Background: an optimization exercise with open tools, aiming at small area and a short achievable clock period. Do not read the settings as production practice.
At most, simulation tests tie the RTL to the original design; equivalence was not proved.
No activity file was given, so power comes from the tool's default toggle rates.

// alu
module alu (
    input               i_clk,
    input               i_rst_n,
    input               i_valid,
    input signed [11:0] i_data_a,
    input signed [11:0] i_data_b,
    input        [2:0]  i_inst,
    output              o_valid,
    output       [11:0] o_data,
    output              o_overflow
);
Size in the first run: roughly 890 cells after synthesis.
Settings: LEC_CHECK=0, CAP_MARGIN=20, CORE_MARGIN=2, CORE_UTILIZATION=40, SETUP_SLACK_MARGIN=4, SLEW_MARGIN=20; clock period 10.0 ns.
run.sh (not shown) runs the stock make flow with config.mk's settings and CLKGATE_MAP_FILE= SYNTH_SCRIPT=/design/flow/synth_recipe.tcl, a recipe that flattens the netlist after the stock synthesis.
Change:
SETUP_SLACK_MARGIN = not set   (was 4)
Result: Count of clock-buffer cells in the layout shrinks by 1. Final area shrinks by 14%. Clock power grows by 5.3%. Fmax shrinks by 15%.
Change:
ABC_CLOCK_PERIOD_IN_PS = 4000   (was not set)
SETUP_SLACK_MARGIN = 4   (was not set)
=> Hold slack loses 0.029 ns. Cell area rises by about 17%. Cell count rises by 5.8%. Global-route usage rises by 2.0 points. Setup slack gains 1.2 ns. Power rises by about 30%.
No run of this note included a check of the RTL's function; only the layout flow was run.

* * *

== wip/nickel ==
Another version of the RTL of alu (not shown whole).
For scale: roughly 960 cells after synthesis, ~44 I/O pins.
export LEC_CHECK = 0
export CAP_MARGIN = 0
export CORE_MARGIN = 2
export CORE_UTILIZATION = 40
export CTS_BUF_LIST = sky130_fd_sc_hd__clkbuf_4 sky130_fd_sc_hd__clkbuf_8
export SETUP_SLACK_MARGIN = 5.0
export SLEW_MARGIN = 0
export TNS_END_PERCENT = 1
create_clock -name core_clock -period 10.0 [get_ports {i_clk}]
standard.sh (not shown) runs the stock make flow with config.mk's settings and CLKGATE_MAP_FILE= SYNTH_SCRIPT=/design/flow/synth_recipe.tcl, a recipe that flattens the netlist after the stock synthesis.
==> flow/flow/run.sh <==
#!/bin/bash
# The standard layout, with these changes: the port buffers are buf_2 cells;
# after synthesis flow/fapol.py flips full-adder cells (a full adder is
# self-dual) where that removes inverters between them, and flow/faxor.py
# then builds each full adder from two xor2 gates and a maj3 gate (and each
# half adder from an xor2 and an and2 gate), whose sum
# path is faster than the fa cell's; flow/invabs.py then absorbs inverters
# into the XOR gates they feed (xor2 of an inverted input is xnor2).
# Registers are untouched.
set -euo pipefail
export BUFFER_PORTS_ARGS="-buffer_cell sky130_fd_sc_hd__buf_2"
R=orfs/results/sky130hd/alu/base
bash standard.sh synth > synth.log 2>&1
python3 flow/fapol.py $R/1_2_yosys.v > fapol.log 2>&1
python3 flow/faxor.py $R/1_2_yosys.v --ha > faxor.log 2>&1
python3 flow/invabs.py $R/1_2_yosys.v > invabs.log 2>&1
rm -f $R/1_synth.odb $R/1_synth.sdc
bash standard.sh > standard.log 2>&1
==> flow/flow/faxor.py <==
#!/usr/bin/env python3
"""Replace full-adder cells by two XOR gates and a majority gate (and, with
--ha, half-adder cells by an XOR and an AND gate).

The sum output of sky130's fa cell is slow; two xor2 gates give the sum
faster, and a maj3 gate gives the carry.  The function is unchanged and no
register is touched.  usage: faxor.py netlist.v"""
import re, sys

args = [a for a in sys.argv[1:] if not a.startswith('--')]
path = args[0]
do_ha = '--ha' in sys.argv
text = open(path).read()
cell_re = re.compile(r'^(\s*)(sky130_fd_sc_hd__fa_\d+)\s+(\S+)\s*\((.*?)\);\n', re.S | re.M)
pin_re = re.compile(r'\.(\w+)\(([^()]*)\)')
wires = []
n = [0]

def net(x):
    return x + (' ' if x.startswith('\\') else '')

def repl(m):
    ind, typ, name, body = m.groups()
    pins = {p: v.strip() for p, v in pin_re.findall(body)}
    n[0] += 1
    t = f'_faxor{n[0]}_'
    wires.append(t)
    out = ''
    if pins.get('SUM'):
        out += f'{ind}sky130_fd_sc_hd__xor2_1 _faxa{n[0]}_ (.A({net(pins["A"])}), .B({net(pins["B"])}), .X({t}));\n'
        out += f'{ind}sky130_fd_sc_hd__xor2_1 _faxb{n[0]}_ (.A({t}), .B({net(pins["CIN"])}), .X({net(pins["SUM"])}));\n'
    if pins.get('COUT'):
        out += f'{ind}sky130_fd_sc_hd__maj3_1 _faxc{n[0]}_ (.A({net(pins["A"])}), .B({net(pins["B"])}), .C({net(pins["CIN"])}), .X({net(pins["COUT"])}));\n'
    return out

text2 = cell_re.sub(repl, text)
nh = [0]
def repl_ha(m):
    ind, typ, name, body = m.groups()
    pins = {p: v.strip() for p, v in pin_re.findall(body)}
    nh[0] += 1
    out = ''
    if pins.get('SUM'):
        out += f'{ind}sky130_fd_sc_hd__xor2_1 _haxa{nh[0]}_ (.A({net(pins["A"])}), .B({net(pins["B"])}), .X({net(pins["SUM"])}));\n'
    if pins.get('COUT'):
        out += f'{ind}sky130_fd_sc_hd__and2_1 _haxc{nh[0]}_ (.A({net(pins["A"])}), .B({net(pins["B"])}), .X({net(pins["COUT"])}));\n'
    return out
if do_ha:
    ha_re = re.compile(r'^(\s*)(sky130_fd_sc_hd__ha_\d+)\s+(\S+)\s*\((.*?)\);\n', re.S | re.M)
    text2 = ha_re.sub(repl_ha, text2)
# declare the new wires after the module header's port list
i = text2.index(');', text2.index('module ')) + 2
text2 = text2[:i] + '\n' + ''.join(f'  wire {w};\n' for w in wires) + text2[i:]
open(path, 'w').write(text2)
sys.stderr.write(f'faxor: {n[0]} full adders replaced' + (f', {nh[0]} half adders' if do_ha else '') + '\n')
Other scripts of this flow, unchanged in this note and not shown: flow/flow/fapol.py, flow/flow/invabs.py
Inputs modified between wip/nickel and wip/zinc:
diff --git a/flow/flow/run.sh b/flow/flow/run.sh
--- a/flow/flow/run.sh
+++ b/flow/flow/run.sh
@@ -4,3 +4,3 @@
 # self-dual) where that removes inverters between them, and flow/faxor.py
-# then builds each full adder from two xor2 gates and a maj3 gate (and each
+# then builds each full adder from two xor2 gates and three nand2 gates (and each
 # half adder from an xor2 and an and2 gate), whose sum
@@ -10,2 +10,3 @@
 set -euo pipefail
+export SETUP_SLACK_MARGIN=5.2
 export BUFFER_PORTS_ARGS="-buffer_cell sky130_fd_sc_hd__buf_2"
@@ -14,3 +15,3 @@
 python3 flow/fapol.py $R/1_2_yosys.v > fapol.log 2>&1
-python3 flow/faxor.py $R/1_2_yosys.v --ha > faxor.log 2>&1
+python3 flow/faxor.py $R/1_2_yosys.v --ha --nandc > faxor.log 2>&1
 python3 flow/invabs.py $R/1_2_yosys.v > invabs.log 2>&1
diff --git a/flow/flow/faxor.py b/flow/flow/faxor.py
--- a/flow/flow/faxor.py
+++ b/flow/flow/faxor.py
@@ -12,2 +12,3 @@
 do_ha = '--ha' in sys.argv
+nand_c = '--nandc' in sys.argv
 text = open(path).read()
@@ -31,3 +32,10 @@
         out += f'{ind}sky130_fd_sc_hd__xor2_1 _faxb{n[0]}_ (.A({t}), .B({net(pins["CIN"])}), .X({net(pins["SUM"])}));\n'
-    if pins.get('COUT'):
+    if pins.get('COUT') and nand_c and pins.get('SUM'):
+        # cout = (a & b) | ((a ^ b) & cin) as three nand2 gates, fast from cin
+        u, v = f'_faxu{n[0]}_', f'_faxv{n[0]}_'
+        wires.extend([u, v])
+        out += f'{ind}sky130_fd_sc_hd__nand2_1 _faxd{n[0]}_ (.A({net(pins["A"])}), .B({net(pins["B"])}), .Y({u}));\n'
+        out += f'{ind}sky130_fd_sc_hd__nand2_1 _faxe{n[0]}_ (.A({t}), .B({net(pins["CIN"])}), .Y({v}));\n'
+        out += f'{ind}sky130_fd_sc_hd__nand2_1 _faxc{n[0]}_ (.A({u}), .B({v}), .Y({net(pins["COUT"])}));\n'
+    elif pins.get('COUT'):
         out += f'{ind}sky130_fd_sc_hd__maj3_1 _faxc{n[0]}_ (.A({net(pins["A"])}), .B({net(pins["B"])}), .C({net(pins["CIN"])}), .X({net(pins["COUT"])}));\n'
diff --git a/flow/config.mk b/flow/config.mk
--- a/flow/config.mk
+++ b/flow/config.mk
@@ -11,4 +11,3 @@
 export CTS_BUF_LIST = sky130_fd_sc_hd__clkbuf_4 sky130_fd_sc_hd__clkbuf_8
-export SETUP_SLACK_MARGIN = 5.0
 export SLEW_MARGIN = 0
-export TNS_END_PERCENT = 1
+export TNS_END_PERCENT = 5
Notes after the runs:
- Looking at placed instance area, wip/zinc sits above wip/nickel.
- Average cell area after synthesis is higher on wip/nickel
- wip/zinc vs. wip/nickel: sequential group share of total power down 3.8 points, register share of the cell area lower, arrival time at the worst endpoint now smaller.
- The starting density of the core was comparable across wip/zinc and wip/nickel.
- In wip/zinc relative to wip/nickel, non-clock buffer total of the final layout had gone up by more than a quarter.
--- input diff wip/zinc..wip/ember ---
diff --git a/flow/flow/run.sh b/flow/flow/run.sh
--- a/flow/flow/run.sh
+++ b/flow/flow/run.sh
@@ -4,3 +4,3 @@
 # self-dual) where that removes inverters between them, and flow/faxor.py
-# then builds each full adder from two xor2 gates and three nand2 gates (and each
+# then builds each full adder from two xor2 gates and a maj3 gate (and each
 # half adder from an xor2 and an and2 gate), whose sum
@@ -10,3 +10,2 @@
 set -euo pipefail
-export SETUP_SLACK_MARGIN=5.2
 export BUFFER_PORTS_ARGS="-buffer_cell sky130_fd_sc_hd__buf_2"
@@ -15,3 +14,3 @@
 python3 flow/fapol.py $R/1_2_yosys.v > fapol.log 2>&1
-python3 flow/faxor.py $R/1_2_yosys.v --ha --nandc > faxor.log 2>&1
+python3 flow/faxor.py $R/1_2_yosys.v --ha > faxor.log 2>&1
 python3 flow/invabs.py $R/1_2_yosys.v > invabs.log 2>&1
diff --git a/flow/flow/faxor.py b/flow/flow/faxor.py
--- a/flow/flow/faxor.py
+++ b/flow/flow/faxor.py
@@ -12,3 +12,2 @@
 do_ha = '--ha' in sys.argv
-nand_c = '--nandc' in sys.argv
 text = open(path).read()
@@ -32,10 +31,3 @@
         out += f'{ind}sky130_fd_sc_hd__xor2_1 _faxb{n[0]}_ (.A({t}), .B({net(pins["CIN"])}), .X({net(pins["SUM"])}));\n'
-    if pins.get('COUT') and nand_c and pins.get('SUM'):
-        # cout = (a & b) | ((a ^ b) & cin) as three nand2 gates, fast from cin
-        u, v = f'_faxu{n[0]}_', f'_faxv{n[0]}_'
-        wires.extend([u, v])
-        out += f'{ind}sky130_fd_sc_hd__nand2_1 _faxd{n[0]}_ (.A({net(pins["A"])}), .B({net(pins["B"])}), .Y({u}));\n'
-        out += f'{ind}sky130_fd_sc_hd__nand2_1 _faxe{n[0]}_ (.A({t}), .B({net(pins["CIN"])}), .Y({v}));\n'
-        out += f'{ind}sky130_fd_sc_hd__nand2_1 _faxc{n[0]}_ (.A({u}), .B({v}), .Y({net(pins["COUT"])}));\n'
-    elif pins.get('COUT'):
+    if pins.get('COUT'):
         out += f'{ind}sky130_fd_sc_hd__maj3_1 _faxc{n[0]}_ (.A({net(pins["A"])}), .B({net(pins["B"])}), .C({net(pins["CIN"])}), .X({net(pins["COUT"])}));\n'
diff --git a/flow/config.mk b/flow/config.mk
--- a/flow/config.mk
+++ b/flow/config.mk
@@ -11,2 +11,3 @@
 export CTS_BUF_LIST = sky130_fd_sc_hd__clkbuf_4 sky130_fd_sc_hd__clkbuf_8
+export SETUP_SLACK_MARGIN = 5.0
 export SLEW_MARGIN = 0
### Flow results
- Looking at number of clock buffers in the layout across wip/ember and wip/zinc, the one that comes out lower is wip/zinc.
- Looking at met3 usage in global routing, wip/ember sits 1.0 points above wip/zinc.
- Of the two values seen for leading cell type in the layout, fill and taps excluded, xor2_1 was produced by wip/ember and nand2_1 by wip/zinc.
- Sequential fraction of total cell area: higher on wip/ember
- [compare] base=wip/zinc new=wip/ember: maximum frequency went down; final wirelength went down; cell area after technology mapping went down.
- When wip/ember is measured against wip/zinc, its shortest period the worst path allows turns out 0.18 ns higher.
- As of wip/ember, final cell area excluding filler cells had fallen by a little under 10% compared to wip/zinc.
- Portion of total power attributed to combinational logic | wip/ember below wip/zinc
- wip/zinc was routed with more vias than wip/ember.
- wip/ember vs wip/zinc: via count of the first global-routing pass down by more than 10%

* * *

Starting RTL as in the previous note.
// alu
module alu (
    input               i_clk,
    input               i_rst_n,
    input               i_valid,
    input signed [11:0] i_data_a,
    input signed [11:0] i_data_b,
    input        [2:0]  i_inst,
    output              o_valid,
    output       [11:0] o_data,
    output              o_overflow
);
export LEC_CHECK = 0
export CAP_MARGIN = 0
export CORE_MARGIN = 2
export CORE_UTILIZATION = 40
export CTS_BUF_LIST = sky130_fd_sc_hd__clkbuf_4 sky130_fd_sc_hd__clkbuf_8
export SETUP_SLACK_MARGIN = 4.6
export SLEW_MARGIN = 0
export TNS_END_PERCENT = 5
create_clock -name core_clock -period 10.0 [get_ports {i_clk}]
==> flow/flow/run.sh <==
#!/bin/bash
# The standard layout, with two changes: the port buffers are buf_2 cells, and
# after synthesis flow/fapol.py flips full-adder cells (a full adder is
# self-dual) where that removes inverters between them. Registers are untouched.
set -euo pipefail
export BUFFER_PORTS_ARGS="-buffer_cell sky130_fd_sc_hd__buf_2"
R=orfs/results/sky130hd/alu/base
bash standard.sh synth > synth.log 2>&1
python3 flow/fapol.py $R/1_2_yosys.v > fapol.log 2>&1
rm -f $R/1_synth.odb $R/1_synth.sdc
bash standard.sh > standard.log 2>&1
Other scripts of this flow, unchanged in this note and not shown: flow/flow/fapol.py
Rerun with:
SETUP_SLACK_MARGIN = 5.0   (was 4.6)
The new run ran to the end with no violations.
Via count increases by 8.2%.
Critical path depth decreases by 2.
Clock power barely changes.
Routed wire length went up by 12%.
Combinational power climbs by 7.5%.
Synthesized area does not change.

* * *

run 1:
alu, a different RTL version from the one above (not shown whole).
Size: about 930 cells after synthesis, about 41 flip-flops.
==> flow/config.mk <==
export PLATFORM = sky130hd
export DESIGN_NAME = alu
export DESIGN_NICKNAME = alu
export VERILOG_FILES = /design/flow/design.v
export SDC_FILE = /design/flow/constraint.sdc
export NUM_CORES = 4
export LEC_CHECK = 0
export CAP_MARGIN = 20
export CORE_MARGIN = 2
export CORE_UTILIZATION = 40
export SETUP_SLACK_MARGIN = 4
export SLEW_MARGIN = 20
==> flow/constraint.sdc <==
create_clock -name core_clock -period 10.0 [get_ports {i_clk}]
set_input_delay 2.0000 -clock core_clock [delete_from_list [all_inputs] [get_ports {i_clk}]]
set_output_delay 2.0000 -clock core_clock [all_outputs]
set_load 0.01 [all_outputs]
run.sh (not shown) runs the stock make flow with config.mk's settings and CLKGATE_MAP_FILE= SYNTH_SCRIPT=/design/flow/synth_recipe.tcl, a recipe that flattens the netlist after the stock synthesis.
Stock flow here: none of the scripts above is used.
[inputs] run 2 vs run 1
Settings: a deleted SETUP_SLACK_MARGIN that had been 4.
Notes after the runs:
Per the comparison of run 2 with run 1, combinational cell power shrank by 4.7%, largest stage delay on the critical path grew by 0.24 ns, maximum frequency shrank by 26%, number of design-rule violations left by the first detailed-router iteration grew by 91, layout clock buffer count grew by 1. Of run 1 and run 2, the higher part of the cycle the worst path needs belongs to run 2. Number of standard cells in the final layout excluding fillers for run 2 is lower than for run 1. Summary: with run 1 as the reference, routability-driven placement congestion ratio in run 2 moved up slightly.
Changes in run 3 relative to run 2:
Settings: putting SETUP_SLACK_MARGIN at 5 where nothing was set.
==> flow/flow/run.sh (new file) <==
#!/bin/bash
# The standard layout, with the port buffers made of buf_2 cells.
set -euo pipefail
export BUFFER_PORTS_ARGS="-buffer_cell sky130_fd_sc_hd__buf_2"
bash standard.sh > standard.log 2>&1
==> flow/standard.sh (new file) <==
#!/bin/bash
# synth_recipe.tcl (not shown) runs the flow's synth.tcl, then flattens the netlist and writes it again
# the make line also repeats each setting of config.mk as NAME=value (left out here)
make -C /OpenROAD-flow-scripts/flow DESIGN_CONFIG=/design/flow/config.mk WORK_HOME=/design/flow/orfs CLKGATE_MAP_FILE= SYNTH_SCRIPT=/design/flow/synth_recipe.tcl "${@:-finish}"
removed: flow/run.sh
--- outcome ---
In the metrics for run 3 and run 2, the one carrying the higher total power is run 3. Run 3 against run 2: power in sequential cells did not really move; clock skew did not really move; standby leakage power went up; post-detailed-route wirelength per cell went up; clock group share of total power went down. [diff] design area, run 3 relative to run 2: regression.
Modified inputs, run 4 compared to run 3
Settings: swapping 5 for 4 in SETUP_SLACK_MARGIN.
==> flow/flow/run.sh <==
#!/bin/bash
# The standard layout, with the port buffers made of buf_4 cells.
set -euo pipefail
export BUFFER_PORTS_ARGS="-buffer_cell sky130_fd_sc_hd__buf_4"
bash standard.sh > standard.log 2>&1
Compared with run 3, in run 4 clock latency at the later pin of the worst-skew pair held steady, maximum count of clock buffers along a single path neither gained nor lost much.
Looking at count of filler cells inserted in the layout across run 3 and run 4, the one that comes out lower is run 3.
The length of routed wiring on met1 number comes out lower for run 4 vs run 3.
Looking at total power across run 3 and run 4, the one that comes out lower is run 4.
Summary of run 4 over run 3: aggregate routed wire length decreased about 8%, share of cell area taken by multi-input logic gates now sits higher.
Run 4 ended up with a higher power density over the cells than run 3 did.
The finished layout cell area in run 3 is 1.16 times that in run 4.
No run of this note included a check of the RTL's function; only the layout flow was run.

## static timing again, ports no longer ideal
No port has a modelled driver above. Below, the same layouts with a new extraction and two added sets of constraints. Step 1 (the two cells are an assumption about what drives the block):
set clk [get_ports {i_clk}]
set_driving_cell -lib_cell sky130_fd_sc_hd__clkbuf_16 $clk
set_driving_cell -lib_cell sky130_fd_sc_hd__buf_2 [delete_from_list [all_inputs] $clk]
Step 2 times the ports against the registers' clock, not the clock port: input delays grow and output delays shrink by t, the midpoint of the rising clock arrivals with the driver on. a / b / c = no drivers / after step 1 / after step 2; a / b = the first two.
run	t (ns)	setup WS [ns]	latest minus earliest clock arrival (ns)
the first run of note 1	0.286	3.133 / 3.122 / 2.836	0.003 / 0.002
the second run of note 1	0.288	1.928 / 1.939 / 1.651	0.007 / 0.008
the third run of note 1	0.286	3.133 / 3.122 / 2.836	0.003 / 0.002
wip/nickel	0.311	5.100 / 5.071 / 4.760	0.012 / 0.012
wip/zinc	0.330	5.281 / 5.251 / 4.921	0.012 / 0.012
wip/ember	0.311	5.100 / 5.071 / 4.760	0.012 / 0.012
the first run of note 3	0.310	4.614 / 4.590 / 4.279	0.005 / 0.005
the second run of note 3	0.315	4.793 / 4.741 / 4.426	0.005 / 0.005
run 1	0.320	4.130 / 4.128 / 3.809	0.008 / 0.009
run 2	0.314	2.023 / 2.035 / 1.722	0.006 / 0.005
run 3	0.319	4.452 / 4.420 / 4.101	0.007 / 0.007
run 4	0.317	4.128 / 4.126 / 3.809	0.007 / 0.006
After both steps setup and hold are still met in every run listed. The setup slack of the second run of note 3, which loses most, moves by -0.052 ns with the drivers and by -0.367 ns with both steps.
